Background: an optimization exercise with open tools, aiming at small area and a short achievable clock period. Do not read the settings as production practice.
No functional check of the RTL was part of any run shown here.
Power and IR drop assume default switching activity.

<file path="flow/design.v">
package alu_opcodes_pkg;
localparam ALU_OP_WIDTH = 5;
localparam ALU_ADD  = 5'b00000;
localparam ALU_SUB  = 5'b01000;
localparam ALU_XOR  = 5'b00100;
localparam ALU_OR   = 5'b00110;
localparam ALU_AND  = 5'b00111;
localparam ALU_SRA  = 5'b01101;   
localparam ALU_SRL  = 5'b00101;   
localparam ALU_SLL  = 5'b00001;   
localparam ALU_LTS  = 5'b11100;   
localparam ALU_LTU  = 5'b11110;   
localparam ALU_GES  = 5'b11101;   
localparam ALU_GEU  = 5'b11111;   
localparam ALU_EQ   = 5'b11000;   
localparam ALU_NE   = 5'b11001;   
localparam ALU_SLTS = 5'b00010;   
localparam ALU_SLTU = 5'b00011;   
endpackage
package csr_pkg;
  localparam CSR_RW          = 3'b001;
  localparam CSR_RS          = 3'b010;
  localparam CSR_RC          = 3'b011;
  localparam CSR_RWI         = 3'b101;
  localparam CSR_RSI         = 3'b110;
  localparam CSR_RCI         = 3'b111;
  localparam MIE_ADDR        = 12'h304;
  localparam MTVEC_ADDR      = 12'h305;
  localparam MSCRATCH_ADDR   = 12'h340;
  localparam MEPC_ADDR       = 12'h341;
  localparam MCAUSE_ADDR     = 12'h342;
endpackage
package decoder_pkg;
  localparam LOAD_OPCODE     = 5'b00_000;
  localparam MISC_MEM_OPCODE = 5'b00_011;
  localparam OP_IMM_OPCODE   = 5'b00_100;
  localparam AUIPC_OPCODE    = 5'b00_101;
  localparam STORE_OPCODE    = 5'b01_000;
  localparam OP_OPCODE       = 5'b01_100;
  localparam LUI_OPCODE      = 5'b01_101;
  localparam BRANCH_OPCODE   = 5'b11_000;
  localparam JALR_OPCODE     = 5'b11_001;
  localparam JAL_OPCODE      = 5'b11_011;
  localparam SYSTEM_OPCODE   = 5'b11_100;
  localparam LDST_B          = 3'b000;
  localparam LDST_H          = 3'b001;
  localparam LDST_W          = 3'b010;
  localparam LDST_BU         = 3'b100;
  localparam LDST_HU         = 3'b101;
  localparam OP_A_RS1        = 2'b00;
  localparam OP_A_CURR_PC    = 2'b01;
  localparam OP_A_ZERO       = 2'b10;
  localparam OP_B_RS2        = 3'b000;
  localparam OP_B_IMM_I      = 3'b001;
  localparam OP_B_IMM_U      = 3'b010;
  localparam OP_B_IMM_S      = 3'b011;
  localparam OP_B_INCR       = 3'b100;
  localparam WB_EX_RESULT    = 2'd0;
  localparam WB_LSU_DATA     = 2'd1;
  localparam WB_CSR_DATA     = 2'd2;
endpackage
package memory_pkg;
  localparam INSTR_MEM_SIZE_BYTES = 512;
  localparam INSTR_MEM_SIZE_WORDS = INSTR_MEM_SIZE_BYTES / 4;
  localparam DATA_MEM_SIZE_BYTES  = 512;
  localparam DATA_MEM_SIZE_WORDS  = DATA_MEM_SIZE_BYTES / 4;
endpackage
module register_file (
  input  logic        clk_i,
  input  logic        we_i,
  input  logic [4:0]  ra1_i,
  input  logic [4:0]  ra2_i,
  input  logic [4:0]  wa_i,
  input  logic [31:0] wd_i,
  output logic [31:0] rd1_o,
  output logic [31:0] rd2_o
);
  logic [31:0] rf [1:31];
  always_comb begin
    rd1_o = '0;
    rd2_o = '0;
    for (int r = 1; r < 32; r++) begin
      if (ra1_i == r[4:0]) rd1_o = rf[r];
      if (ra2_i == r[4:0]) rd2_o = rf[r];
    end
  end
  always_ff @(posedge clk_i) begin
    for (int r = 1; r < 32; r++)
      if (we_i && wa_i == r[4:0]) rf[r] <= wd_i;
  end
endmodule
module rv32_core_lsu (
  input  logic        clk_i,
  input  logic        rst_i,
  input  logic [31:0] instr_i,
  output logic [31:0] instr_addr_o,
  output logic        mem_req_o,
  output logic        mem_we_o,
  output logic [ 3:0] mem_be_o,
  output logic [31:0] mem_addr_o,
  output logic [31:0] mem_wd_o,
  input  logic [31:0] mem_rd_i,
  input  logic        mem_ready_i,
  input  logic        irq_req_i,
  output logic        irq_ret_o
);
  logic [31:0] pc;
  logic [31:0] mie, mtvec, mscratch, mepc, mcause;
  logic        exc_h, irq_h;    
  logic        lsu_busy;        
  logic [31:0] ins;
  assign ins = instr_i;
  logic [4:0] opc;
  logic [2:0] f3;
  logic [6:0] f7;
  assign opc = ins[6:2];
  assign f3  = ins[14:12];
  assign f7  = ins[31:25];
  logic q;
  assign q = (ins[1:0] == 2'b11);
  logic op_load, op_misc, op_imm, op_auipc, op_store, op_op, op_lui, op_br, op_jalr, op_jal, op_sys;
  assign op_load  = q && opc == 5'b00000;
  assign op_misc  = q && opc == 5'b00011;
  assign op_imm   = q && opc == 5'b00100;
  assign op_auipc = q && opc == 5'b00101;
  assign op_store = q && opc == 5'b01000;
  assign op_op    = q && opc == 5'b01100;
  assign op_lui   = q && opc == 5'b01101;
  assign op_br    = q && opc == 5'b11000;
  assign op_jalr  = q && opc == 5'b11001;
  assign op_jal   = q && opc == 5'b11011;
  assign op_sys   = q && opc == 5'b11100;
  logic f7_zero, f7_alt;
  assign f7_zero = (f7 == 7'h00);
  assign f7_alt  = (f7 == 7'h20);
  logic ld_ok, st_ok, br_ok, op_ok, imm_ok, csr_ok, is_mret;
  assign ld_ok   = !(f3 == 3'd3 || f3 == 3'd6 || f3 == 3'd7);
  assign st_ok   = (f3 == 3'd0 || f3 == 3'd1 || f3 == 3'd2);
  assign br_ok   = !(f3 == 3'd2 || f3 == 3'd3);
  assign op_ok   = f7_zero || (f7_alt && (f3 == 3'd0 || f3 == 3'd5));
  assign imm_ok  = (f3 == 3'd1) ? f7_zero : (f3 == 3'd5) ? (f7_zero || f7_alt) : 1'b1;
  assign csr_ok  = !(f3 == 3'd0 || f3 == 3'd4);
  assign is_mret = (ins == 32'h3020_0073);
  logic is_load, is_store, is_alu, is_alui, is_branch, is_jalr, is_csr;
  assign is_load   = op_load  && ld_ok;
  assign is_store  = op_store && st_ok;
  assign is_alu    = op_op    && op_ok;
  assign is_alui   = op_imm   && imm_ok;
  assign is_branch = op_br    && br_ok;
  assign is_jalr   = op_jalr  && f3 == 3'd0;
  assign is_csr    = op_sys   && csr_ok;
  logic legal, illegal;
  assign legal = is_load || is_store || is_alu || is_alui || is_branch || is_jalr || is_csr ||
                 op_jal || op_lui || op_auipc || (op_misc && f3 == 3'd0) || is_mret;
  assign illegal = !legal;
  logic gpr_we;
  assign gpr_we = is_load || is_alu || is_alui || is_jalr || is_csr || op_jal || op_lui || op_auipc;
  logic irq, trap;
  assign irq  = irq_req_i && mie[16] && legal && !exc_h && !irq_h;
  assign trap = irq || illegal;
  assign irq_ret_o = is_mret && !exc_h;
  logic [31:0] imm_i, imm_s, imm_b, imm_j, imm_u;
  assign imm_i = {{20{ins[31]}}, ins[31:20]};
  assign imm_s = {{20{ins[31]}}, ins[31:25], ins[11:7]};
  assign imm_b = {{19{ins[31]}}, ins[31], ins[7], ins[30:25], ins[11:8], 1'b0};
  assign imm_j = {{11{ins[31]}}, ins[31], ins[19:12], ins[20], ins[30:21], 1'b0};
  assign imm_u = {ins[31:12], 12'h000};
  logic [31:0] rd1, rd2, wd;
  logic        rf_we;
  logic        stall;
  assign rf_we = gpr_we && !trap && !stall;
  register_file rf (
    .clk_i (clk_i),
    .we_i  (rf_we),
    .ra1_i (ins[19:15]),
    .ra2_i (ins[24:20]),
    .wa_i  (ins[11:7]),
    .wd_i  (wd),
    .rd1_o (rd1),
    .rd2_o (rd2)
  );
  logic [31:0] agu;
  assign agu = rd1 + (op_store ? imm_s : imm_i);
  logic [31:0] alu_b;
  logic        sub;
  assign alu_b = (op_op || op_br) ? rd2 : imm_i;
  assign sub   = op_br || (f3 != 3'd0) || (op_op && f7[5]);
  logic [32:0] diff;
  assign diff = {1'b0, rd1} + {1'b0, sub ? ~alu_b : alu_b} + {32'd0, sub};
  logic ltu, lts, eq;
  assign ltu = !diff[32];
  assign lts = (rd1[31] ^ alu_b[31]) ? rd1[31] : diff[31];
  assign eq  = (rd1 == alu_b);
  logic taken;
  assign taken = (f3[2] ? (f3[1] ? ltu : lts) : eq) ^ f3[0];
  logic [31:0] shl, shr;
  assign shl = rd1 << alu_b[4:0];
  assign shr = $signed({f7[5] & rd1[31], rd1}) >>> alu_b[4:0];
  logic [31:0] alu_res;
  always_comb begin
    case (f3)
      3'd0: alu_res = diff[31:0];
      3'd1: alu_res = shl;
      3'd2: alu_res = {31'd0, lts};
      3'd3: alu_res = {31'd0, ltu};
      3'd4: alu_res = rd1 ^ alu_b;
      3'd5: alu_res = shr;
      3'd6: alu_res = rd1 | alu_b;
      default: alu_res = rd1 & alu_b;
    endcase
  end
  logic [31:0] pc_inc, pc_tgt, pc_next;
  assign pc_inc = pc + 32'd4;
  assign pc_tgt = pc + (op_br ? imm_b : op_jal ? imm_j : imm_u);
  always_comb begin
    if (is_mret)                        pc_next = mepc;
    else if (trap)                      pc_next = mtvec;
    else if (is_jalr)                   pc_next = {agu[31:1], 1'b0};
    else if (op_jal || (is_branch && taken)) pc_next = pc_tgt;
    else                                pc_next = pc_inc;
  end
  always_ff @(posedge clk_i) begin
    if (rst_i)       pc <= '0;
    else if (!stall) pc <= pc_next;
  end
  assign instr_addr_o = pc;
  assign mem_req_o  = (is_load || is_store) && !trap;
  assign mem_we_o   = is_store && !trap;
  assign mem_addr_o = agu;
  assign stall      = mem_req_o && !(lsu_busy && mem_ready_i);
  always_ff @(posedge clk_i) begin
    if (rst_i) lsu_busy <= 1'b0;
    else       lsu_busy <= stall;
  end
  always_comb begin
    case (f3[1:0])
      2'd0:    mem_be_o = 4'b0001 << agu[1:0];
      2'd1:    mem_be_o = agu[1] ? 4'b1100 : 4'b0011;
      default: mem_be_o = 4'b1111;
    endcase
  end
  always_comb begin
    case (f3[1:0])
      2'd0:    mem_wd_o = {4{rd2[7:0]}};
      2'd1:    mem_wd_o = {2{rd2[15:0]}};
      default: mem_wd_o = rd2;
    endcase
  end
  logic [7:0]  ld_byte;
  logic [15:0] ld_half;
  logic [31:0] ld_data;
  assign ld_byte = mem_rd_i[8*agu[1:0] +: 8];
  assign ld_half = agu[1] ? mem_rd_i[31:16] : mem_rd_i[15:0];
  always_comb begin
    case (f3[1:0])
      2'd0:    ld_data = {{24{ld_byte[7] & !f3[2]}}, ld_byte};
      2'd1:    ld_data = {{16{ld_half[15] & !f3[2]}}, ld_half};
      default: ld_data = mem_rd_i;
    endcase
  end
  logic [11:0] csr_addr;
  assign csr_addr = ins[31:20];
  logic sel_mie, sel_mtvec, sel_mscratch, sel_mepc, sel_mcause;
  assign sel_mie      = (csr_addr == 12'h304);
  assign sel_mtvec    = (csr_addr == 12'h305);
  assign sel_mscratch = (csr_addr == 12'h340);
  assign sel_mepc     = (csr_addr == 12'h341);
  assign sel_mcause   = (csr_addr == 12'h342);
  logic [31:0] csr_rdata;
  assign csr_rdata = ({32{sel_mie}}      & mie)      |
                     ({32{sel_mtvec}}    & mtvec)    |
                     ({32{sel_mscratch}} & mscratch) |
                     ({32{sel_mepc}}     & mepc)     |
                     ({32{sel_mcause}}   & mcause);
  logic [31:0] csr_src, csr_wdata;
  assign csr_src = f3[2] ? {27'd0, ins[19:15]} : rd1;
  always_comb begin
    case (f3[1:0])
      2'd1:    csr_wdata = csr_src;
      2'd2:    csr_wdata = csr_src | csr_rdata;
      default: csr_wdata = ~csr_src & csr_rdata;
    endcase
  end
  always_ff @(posedge clk_i) begin
    if (rst_i) begin
      mie      <= '0;
      mtvec    <= '0;
      mscratch <= '0;
      mepc     <= '0;
      mcause   <= '0;
    end else begin
      if (is_csr && sel_mie)      mie      <= csr_wdata;
      if (is_csr && sel_mtvec)    mtvec    <= csr_wdata;
      if (is_csr && sel_mscratch) mscratch <= csr_wdata;
      if (trap)                   mepc     <= pc;
      else if (is_csr && sel_mepc) mepc    <= csr_wdata;
      if (trap)                   mcause   <= illegal ? 32'h0000_0002 : 32'h8000_0010;
      else if (is_csr && sel_mcause) mcause <= csr_wdata;
    end
  end
  always_ff @(posedge clk_i) begin
    if (rst_i) begin
      exc_h <= 1'b0;
      irq_h <= 1'b0;
    end else begin
      exc_h <= !is_mret && (illegal || exc_h);
      irq_h <= !irq_ret_o && (irq || irq_h);
    end
  end
  always_comb begin
    if (op_load)               wd = ld_data;
    else if (op_sys)           wd = csr_rdata;
    else if (op_lui)           wd = imm_u;
    else if (op_auipc)         wd = pc_tgt;
    else if (op_jal || op_jalr) wd = pc_inc;
    else                       wd = alu_res;
  end
endmodule
</file>
<file path="flow/run.sh">
#!/bin/bash
# synth_recipe.tcl (not shown) runs the flow's synth.tcl, then flattens the netlist and writes it again
# the make line also repeats each setting of config.mk as NAME=value (left out here)
make -C /OpenROAD-flow-scripts/flow DESIGN_CONFIG=/design/flow/config.mk WORK_HOME=/design/flow/orfs CLKGATE_MAP_FILE= SYNTH_SCRIPT=/design/flow/synth_recipe.tcl finish
</file>
<file path="flow/config.mk">
export PLATFORM = sky130hd
export DESIGN_NAME = rv32_core_lsu
export DESIGN_NICKNAME = rv32_core_lsu
export VERILOG_FILES = /design/flow/design.v
export SDC_FILE = /design/flow/constraint.sdc
export NUM_CORES = 4
export LEC_CHECK = 0
export CAP_MARGIN = 20
export CORE_MARGIN = 2
export CORE_UTILIZATION = 40
export SLEW_MARGIN = 20
</file>
<file path="flow/constraint.sdc">
create_clock -name core_clock -period 25.0 [get_ports {clk_i}]
set_input_delay 5.0000 -clock core_clock [delete_from_list [all_inputs] [get_ports {clk_i}]]
set_output_delay 5.0000 -clock core_clock [all_outputs]
set_load 0.01 [all_outputs]
</file>
==> flow_summary.json, run 1 <==
{
  "outcome": "finished clean",
  "cpMostUsedCell": "a21oi_1",
  "relSlewSlack_pct": 8.823,
  "cts_resized": 0,
  "netlist_top_cells_area": "edfxtp_1, dfxtp_1, a22oi_1",
  "ys_seq_area_share_pct": 49.43,
  "period_share_pct": 72.70,
  "reg2reg_from": "rf.rf[2][1]",
  "dieArea_um2": 173700,
  "grt_max_degree": 85,
  "endpoint": "mem_addr_o[30]",
  "place_area_um2": 74360,
  "routed_via_density": 7.472,
  "ys_ff_latch": 1187,
  "ctsHoldBuffers": 0,
  "synth_compound_area_share_pct": 23.28,
  "synth_mux_area_share_pct": 4.910,
  "rows": 151,
  "instances_no_fill": 9398,
  "grt_first_pass_wirelength_um": 584500,
  "root_buffer": "clkbuf_16",
  "post_cts_buffers": 0,
  "cts_tree": "done",
  "synth_simple_gate_area_share_pct": 14.00,
  "nNetsFinal": 7277,
  "dpl_worst_slack_ns": 7.100,
  "final-hold-violation-count": 0,
  "async_flop_share_pct": 0,
  "final-max-slew-violation-count": 0,
  "cp_slowest_cell": "or4_1",
  "synth_top_area_share_pct": 43.70,
  "worstSetupPathType": "input port to output port",
  "synth_top_family_by_area": "compound AO/OA/AOI/OAI gates",
  "die-height_um": 416.8,
  "clk_pin_slew_worst_paths_ns": 0.06,
  "final.setup.tns_ns": 0,
  "clock_path_buffers": 3,
  "synth_top_area_cell": "edfxtp_1",
  "gp_congestion": 1.065,
  "ir_worst_vdd_mv": 0.07580,
  "startpoint": "instr_i[18]",
  "endpoint_kind": "output port",
  "synth-main-ff-cell": "edfxtp_1",
  "final_cell_mix": "edfxtp_1, nor2_1, nand2_1",
  "finClkSkew_ns": 0.04378,
  "grt.total_usage_pct": 49.66,
  "reg2reg_slack_ns": 14.32,
  "startpoint_type": "input port",
  "ff2ff_path_depth": 27,
  "yosysWarnings": 3,
  "required_ns": 20.00,
  "stdcell_area_um2": 78940,
  "drv_cap": 0,
  "core_area_um2": 169300,
  "postSynthAreaPerCell_um2": 9.947,
  "p_leak_nw": 27.28,
  "power.density_nw_per_um2": 71.04,
  "first_iter_violations": 13910,
  "arrival_ns": 13.18,
  "vias": 70220,
  "timing.final.ws_setup_ns": 6.824,
  "synth-adder-area-share_pct": 3.062,
  "rr_endpoint": "pc[27]",
  "io_buffers": 170,
  "synth_cells": 6853,
  "antenna_found_initial": 46,
  "grt_pass1_vias": 63350,
  "synthDistinctLibCells": 94,
  "final_layout_size_suffix_gt1_share_pct": 12.25,
  "placedCellCount": 9124,
  "post-route-util_pct": 46.63,
  "total_power_mw": 5.608,
  "fillers": 15940,
  "hpwlAfterDp_um": 310400,
  "drcViolationCount": 0,
  "rsz0062_at_grt": "false",
  "synth_xor_area_share_pct": 1.850,
  "die_w_um": 416.8,
  "drtPass1Iterations": 13,
  "grt_overflow": 0,
  "start_util_pct": 40.27,
  "fmax_mhz": 55.02,
  "syn-num-nets": 7086,
  "min_path_type": "register to register",
  "critPathMaxStageDelay_ns": 0.66,
  "wl_per_cell_um": 47.37,
  "area_growth_pct": 15.80,
  "syn_area_um2": 68170,
  "cts_sinks": 1187,
  "worst_slew_pin_slew_ns": 1.368,
  "worst-path-max-fanout": 33,
  "layout_commonest_cell": "edfxtp_1",
  "ant_nets": 0,
  "min_period_ns": 18.18,
  "timing.hold.ws_ns": 0.4603,
  "htree_levels": 4,
  "clk_latency_ns": 0.85,
  "pin_count": 171,
  "wl_um": 445200,
  "synth-edff-count": 992,
  "cts_made_buffers": 135,
  "setup_viol": 0
}
==> cells in the mapped netlist (18+ instances only) <==
cell type / n
edfxtp_1: 992
nor2_1: 799
nand2_1: 599
a21oi_1: 494
a22oi_1: 417
o21ai_0: 377
clkbuf_1: 365
mux2i_1: 205
dfxtp_1: 195
a211oi_1: 169
nor3_1: 165
ha_1: 162
nand3_1: 148
inv_1: 110
o22ai_1: 109
xnor2_1: 94
a221oi_1: 89
a21o_1: 88
buf_1: 75
mux2_2: 75
o211ai_1: 74
a31oi_1: 73
and3_1: 72
nand4_1: 72
o221ai_1: 51
xor2_1: 50
a222oi_1: 49
nand2b_1: 46
nor2b_1: 45
buf_2: 41
a22o_1: 37
a2111oi_0: 36
or3_1: 36
a221o_1: 32
o21a_1: 28
nor4_1: 27
o2111ai_1: 22
and2_1: 20
mux4_2: 20
o31ai_1: 18
==> state kept, by name, summed over array words and instances, names as in the netlist <==
name      flops
rf.rf       992
mcause       32
mepc         32
mie          32
mscratch     32
mtvec        32
pc           32
exc_h         1
irq_h         1
lsu_busy      1
==> routing by layer <==
layer / track usage (%) / part of all wire, % / up-vias
met4: 44.74 / 11 / 18
met2: 70.55 / 41 / 7074
met3: 16.87 / 14 / 2072
met5: 0.1389 / 0.025 / -
li1: - / - / 26970
met1: 59.33 / 34 / 34090
==> worst max-delay path: cells and delay by family <==
| kind | cells | cell delay [ns] |
|---|---|---|
| AOI/OAI and AO/OA | 13 | 3.53 |
| xor gates and xnor gates | 1 | 0.20 |
| adders and majority gates | 2 | 0.69 |
| and+or+nand+nor | 7 | 1.53 |
| buffers and inverters | 6 | 2.16 |
==> where the power goes <==
group / switching, mW / internal [mW]
sequential: 0.00383 / 2.23
clock: 0.897 / 1.14
combinational: 0.972 / 0.368
==> final cells by class <==
class	count	area, um2	share of cell area, %
Antenna cell	37	92.59	0.1173
Inverter	113	424.2	0.5373
Clock buffer	159	3488	4.419
Sequential cell	1187	33690	42.68
Multi-Input combinational cell	5063	33020	41.82
Clock inverter	77	945.9	1.198
Tap cell	2218	2775	3.516
Timing Repair Buffer	544	4506	5.708
==> logic make-up after synthesis <==
family	Yosys count
AO/OA/AOI/OAI	2337
AND/OR/NAND/NOR	2117
flip-flops	1187
buffers and inverters	603
multiplexers	300
adder cells (fa/ha/maj)	165
XOR/XNOR	144
==> worst min-delay path by stage <==
stage / cells after the start / startpoint / to
after floorplan: 2 / mscratch[1] / mscratch[1]
after detailed placement: 2 / mie[1] / mie[1]
final: 2 / mie[1] / mie[1]
after global routing: 2 / mie[1] / mie[1]
after global placement: 2 / mscratch[1] / mscratch[1]
after CTS: 2 / mie[1] / mie[1]
==> run 2, diff against run 1 <==
--- a/flow/design.v
+++ b/flow/design.v
@@ -78,2 +78,9 @@
   logic [31:0] rf [1:31];
+  logic [31:1] sel1, sel2;
+  always_comb begin
+    for (int r = 1; r < 32; r++) begin
+      sel1[r] = (ra1_i == r[4:0]);
+      sel2[r] = (ra2_i == r[4:0]);
+    end
+  end
   always_comb begin
@@ -82,4 +89,4 @@
     for (int r = 1; r < 32; r++) begin
-      if (ra1_i == r[4:0]) rd1_o = rf[r];
-      if (ra2_i == r[4:0]) rd2_o = rf[r];
+      rd1_o = rd1_o | ({32{sel1[r]}} & rf[r]);
+      rd2_o = rd2_o | ({32{sel2[r]}} & rf[r]);
     end
==> flow/flow/run.sh (new file) <==
#!/bin/bash
set -euo pipefail
bash standard.sh synth > synth.log 2>&1
bash standard.sh SETUP_SLACK_MARGIN=11 finish > layout.log 2>&1
==> flow/standard.sh (new file) <==
#!/bin/bash
# synth_recipe.tcl (not shown) runs the flow's synth.tcl, then flattens the netlist and writes it again
# the make line also repeats each setting of config.mk as NAME=value (left out here)
make -C /OpenROAD-flow-scripts/flow DESIGN_CONFIG=/design/flow/config.mk WORK_HOME=/design/flow/orfs CLKGATE_MAP_FILE= SYNTH_SCRIPT=/design/flow/synth_recipe.tcl "${@:-finish}"
removed: flow/run.sh
==> run 2 against run 1 <==
Critical path type unchanged. Synthesized cell count decreased by 8.4%. Highest routed layer unchanged. Sequential share of layout area decreased by 0.66 points. First-iteration DRC count increased by 8.1%. Via count decreased by 3.0%. Largest cell class unchanged. Total power decreased by 0.34%. Core utilization increased by 2.5 points. Die area decreased by 3.4%.
==> flow_summary.json, run 2 <==
{
  "outcome": "finished clean",
  "clock_path_buffers": 3,
  "fmax_mhz": 67.74,
  "ant_nets": 0,
  "final_cell_mix": "edfxtp_1, nand2_1, a22oi_1",
  "ff2ff_path_depth": 26,
  "grt_first_pass_wirelength_um": 556500,
  "instances_no_fill": 8906,
  "crit_family": "compound AO/OA/AOI/OAI gates",
  "switching_power_mw": 1.815,
  "final-hold-violation-count": 0,
  "gp_congestion": 1.051,
  "worstSetupPathType": "input port to output port",
  "antenna_found_initial": 40,
  "largest-register": "rf.rf",
  "grt.total_usage_pct": 48.83,
  "finClkSkew_ns": 0.08764,
  "ys_ff_latch": 1187,
  "root_buffer": "clkbuf_16",
  "wl_per_cell_um": 47.89,
  "crit_cells": 25,
  "synth_cells": 6275,
  "wl_um": 426500,
  "grt_max_degree": 77,
  "cp_slowest_cell": "o31a_1",
  "die-height_um": 409.7,
  "final_layout_size_suffix_gt1_share_pct": 17.03,
  "seq_power_share_pct": 39.8,
  "synthDistinctLibCells": 90,
  "post-synth-top-count-cell": "edfxtp_1",
  "setup_viol": 0,
  "synth-main-ff-cell": "edfxtp_1",
  "area_growth_pct": 21.82,
  "required_ns": 20.00,
  "ctsHoldBuffers": 0,
  "syn-num-nets": 6508,
  "total_power_mw": 5.589,
  "period_share_pct": 59.05,
  "worst_slew_pin_slew_ns": 1.292,
  "syn_area_um2": 65820,
  "drcViolationCount": 0,
  "power.density_nw_per_um2": 69.70,
  "async_flop_share_pct": 0,
  "clk_pin_slew_worst_paths_ns": 0.05,
  "synth_top_area_cell": "edfxtp_1",
  "place_area_um2": 71220,
  "hpwlAfterDp_um": 261300,
  "pin_count": 171,
  "cts_sinks": 1187,
  "layout_commonest_cell": "edfxtp_1",
  "swShare_pct": 32.48,
  "vias": 68130,
  "netlist_top_cells_area": "edfxtp_1, dfxtp_1, a22oi_1",
  "startpoint_type": "input port",
  "routed_via_density": 7.650,
  "relSlewSlack_pct": 13.19,
  "htree_levels": 4,
  "die_w_um": 409.7,
  "drtPass1Iterations": 9,
  "reg2reg_from": "rf.rf[25][1]",
  "synth-edff-count": 992,
  "reg2reg_slack_ns": 15.97,
  "dieArea_um2": 167800,
  "rsz0062_at_grt": "true",
  "ys_seq_area_share_pct": 51.19,
  "rows": 148,
  "start_util_pct": 40.35,
  "grt_pass1_vias": 62420,
  "p_comb_share_pct": 24.0,
  "p_leak_nw": 28.35,
  "p_clk_share_pct": 36.2,
  "grt_overflow": 0,
  "io_buffers": 170,
  "drv_cap": 0,
  "postSynthAreaPerCell_um2": 10.49,
  "cts_made_buffers": 134,
  "path_buf_inv": 8,
  "nNetsFinal": 6826,
  "ir_worst_vdd_mv": 0.07704,
  "endpoint": "mem_addr_o[31]",
  "endpoint_kind": "output port",
  "min_period_ns": 14.76,
  "first_iter_violations": 15040,
  "final-max-slew-violation-count": 0,
  "intPower_mw": 3.774,
  "critPathMaxStageDelay_ns": 0.32,
  "largest_reg_flops": 992,
  "synth_top_area_share_pct": 45.26,
  "min_path_type": "register to register",
  "worst-path-max-fanout": 15,
  "post-route-util_pct": 49.15,
  "final.setup.tns_ns": 0,
  "rr_endpoint": "pc[30]",
  "startpoint": "instr_i[18]",
  "core_area_um2": 163100,
  "stdcell_area_um2": 80190,
  "yosysWarnings": 3,
  "cts_tree": "done",
  "clk_latency_ns": 0.86,
  "arrival_ns": 9.76,
  "synthTopCellsByCount": "edfxtp_1, nand2_1, a22oi_1",
  "placedCellCount": 8386
}
==> run 2: how the worst min path moves through the flow <==
| stage | start | cells past startpoint | end |
|---|---|---|---|
| final | mcause[4] | 2 | mcause[4] |
| after global routing | mcause[31] | 2 | mcause[31] |
| after CTS | mcause[31] | 2 | mcause[31] |
| after detailed placement | mcause[31] | 2 | mcause[31] |
| after global placement | mcause[31] | 2 | mcause[31] |
| after floorplan | mcause[31] | 2 | mcause[31] |
==> run 2: cell families after synthesis <==
| logic type | share of synthesized area [%] |
|---|---|
| compound gates | 21.21 |
| xor+xnor | 1.876 |
| buf+inv | 3.718 |
| simple gates | 14.52 |
| mux | 4.319 |
| flops | 51.19 |
| fa+ha+maj | 3.171 |
==> run 2: final cells by class <==
class / instances / area (um2)
fill: 14770 / 82960
antenna: 31 / 77.57
timing repair buffer: 701 / 7127
clock buffer: 163 / 3513
clock inverter: 80 / 907.1
inverter: 110 / 420.4
tap: 2175 / 2721
multi-input combinational: 4459 / 31730
sequential: 1187 / 33690
==> run 2: layer usage <==
| metal | wire, um | global-route usage, % | up-vias |
|---|---|---|---|
| met5 | 629 | 1.264 | - |
| met4 | 49830 | 42.83 | 28 |
| met3 | 67970 | 22.33 | 2560 |
| met2 | 167500 | 67.95 | 7411 |
| met1 | 140600 | 56.10 | 32710 |
| li1 | - | - | 25420 |
==> run 2: worst min-delay path, delay by kind of cell (launching register included) <==
family,cells,cell delay [ns]
simple gates,1,0.05
compound gates,1,0.05
flops,1,0.31
==> run 2: repair_timing <==
| action | CTS | global route |
|---|---|---|
| endpoints found under the setup margin | 104 | 86 |
| endpoints found under the hold margin | 0 | 0 |
| pin swaps | 81 | 63 |
| resized for setup | 477 | 111 |
| cloned | 18 | 2 |
| setup buffers | 174 | 51 |
==> run 2: power by group through the flow <==
stage	Sequential, mW	Clock [mW]	Combinational [mW]
final	2.23	2.02	1.34
after global routing	2.23	2.10	1.34
after CTS	2.23	2.02	1.21
after detailed placement	2.27	0	1.11
after global placement	2.27	0	1.11
after floorplan	2.27	0	0.522
==> run 2: per-stage QoR <==
step / hold WS, ns / setup slack (ns)
3_5_place_dp: 0.4474 / 7.366
5_1_grt: 0.4733 / 10.18
4_1_cts: 0.4542 / 10.39
3_3_place_gp: 0.4463 / 7.437
6_report: 0.4548 / 10.24
2_1_floorplan: 0.4322 / 11.00
==> run 3, diff against run 2 <==
==> flow/flow/run.sh (replaced) <==
#!/bin/bash
set -euo pipefail
bash standard.sh synth > synth.log 2>&1
bash standard.sh SETUP_SLACK_MARGIN=11 CORE_UTILIZATION=65 finish > layout.log 2>&1
==> run 3 against run 2 <==
The flow now stops in 5_1_grt. Synthesized cell count stayed put. Synthesized area stayed put.
==> flow_summary.json, run 3 <==
{
  "outcome": "stopped before the end",
  "stop_stage": "5_1_grt",
  "error": "[ERROR GRT-0116] Global routing finished with congestion. Check the congestion regions in the DRC Viewer.",
  "grt_first_pass_wirelength_um": 641300,
  "ys_ff_latch": 1187,
  "dpl_worst_slack_ns": 7.701,
  "synth-main-ff-cell": "edfxtp_1",
  "clock_path_buffers": 3,
  "grt_pass1_vias": 78030,
  "cts_sinks": 1187,
  "die_w_um": 322.2,
  "cts_made_buffers": 114,
  "syn_area_um2": 65820,
  "root_buffer": "clkbuf_16",
  "hpwlAfterDp_um": 217400,
  "htree_levels": 3,
  "async_flop_share_pct": 0,
  "synth_top_area_share_pct": 45.26,
  "syn-num-nets": 6508,
  "grt.total_usage_pct": 86.92,
  "yosysWarnings": 3,
  "ctsHoldBuffers": 0,
  "gp_congestion": 1.137,
  "die-height_um": 322.2,
  "start_util_pct": 65.63,
  "post-synth-top-count-cell": "edfxtp_1",
  "synth_top_area_cell": "edfxtp_1",
  "grt_overflow": 403,
  "pin_count": 171,
  "synthTopCellsByCount": "edfxtp_1, nand2_1, a22oi_1",
  "grt_max_degree": 99,
  "io_buffers": 170,
  "rows": 116,
  "ys_seq_area_share_pct": 51.19,
  "netlist_top_cells_area": "edfxtp_1, dfxtp_1, a22oi_1",
  "synth_cells": 6275,
  "synthDistinctLibCells": 90,
  "postSynthAreaPerCell_um2": 10.49,
  "synth-edff-count": 992
}
run 3: cell counts after synthesis:
Identical to the previous run, type by type.
run 3: power by group through the flow:
stage | clock [mW] | sequential (mW) | combinational (mW)
CTS | 1.77 | 2.23 | 1.12
global placement | 0 | 2.27 | 0.995
floorplan | 0 | 2.27 | 0.522
detailed placement | 0 | 2.27 | 1.00
run 3: how the worst max path moves through the flow:
stage                     slack (ns)             end   startpoint
after global placement          7.82  mem_addr_o[30]  instr_i[19]
after floorplan                11.00  mem_addr_o[30]  instr_i[18]
after detailed placement        7.70  mem_addr_o[30]  instr_i[19]
after CTS                      10.59  mem_addr_o[31]  instr_i[18]
run 3: cells by family after synthesis:
logic type	Yosys count	synth area share [%]
mux	278	4.319
xor+xnor	141	1.876
buf+inv	630	3.718
fa+ha+maj	165	3.171
simple gates	1942	14.52
compound gates	1932	21.21
flops	1187	51.19
run 3: timing repair:
action                     in CTS
pin swaps                     106
gates cloned                   34
gates resized for setup       531
setup endpoints to repair      69
buffers inserted              210
run 3: routing by layer:
metal / GRT usage, % / GRT overflow
met5: 60.51 / 10
met3: 79.81 / 54
met1: 87.45 / 49
met2: 95.35 / 152
met4: 85.02 / 138
run 3: through the flow:
stage | instances | hold WS, ns | cell area [um2] | total power, mW | util (%)
after detailed placement | 7523 | 0.4492 | 69800 | 3.272 | 69.60
after global placement | 7523 | 0.4423 | 69800 | 3.263 | 69.60
after floorplan | 6275 | 0.4322 | 65870 | 2.792 | -
after CTS | 7978 | 0.4594 | 78160 | 5.122 | 77.93

[port drivers added, routing unchanged]
How much do the figures lean on ideal ports? The routed layouts below were timed once more, with nothing changed but the port constraints. Step 1: set_driving_cell puts a clkbuf_16 on clk_i and a buf_2 on each other input, an assumption about the parent block. Step 2 times the ports against the registers' clock, not the clock port: input delays grow and output delays shrink by t, the midpoint of the rising clock arrivals with the driver on. Slacks: ideal / step 1 / step 2; pairs: ideal / step 1.
| run | t, ns | slack for setup (ns) | hold slack, ns | worst data-port slew with drivers (ns) | pins driven straight from the clock port |
|---|---|---|---|---|---|
| run 1 | 0.906 | 6.824 / 6.686 / 6.686 | 0.460 / 0.460 / 0.460 | 0.19 | 1 |
| run 2 | 0.904 | 10.238 / 10.130 / 10.057 | 0.455 / 0.455 / 0.455 | 0.23 | 1 |
After both steps setup and hold are still met in every run listed. For run 2, which loses most, drivers alone change the setup slack by -0.108 ns; drivers and shift together by -0.181 ns.
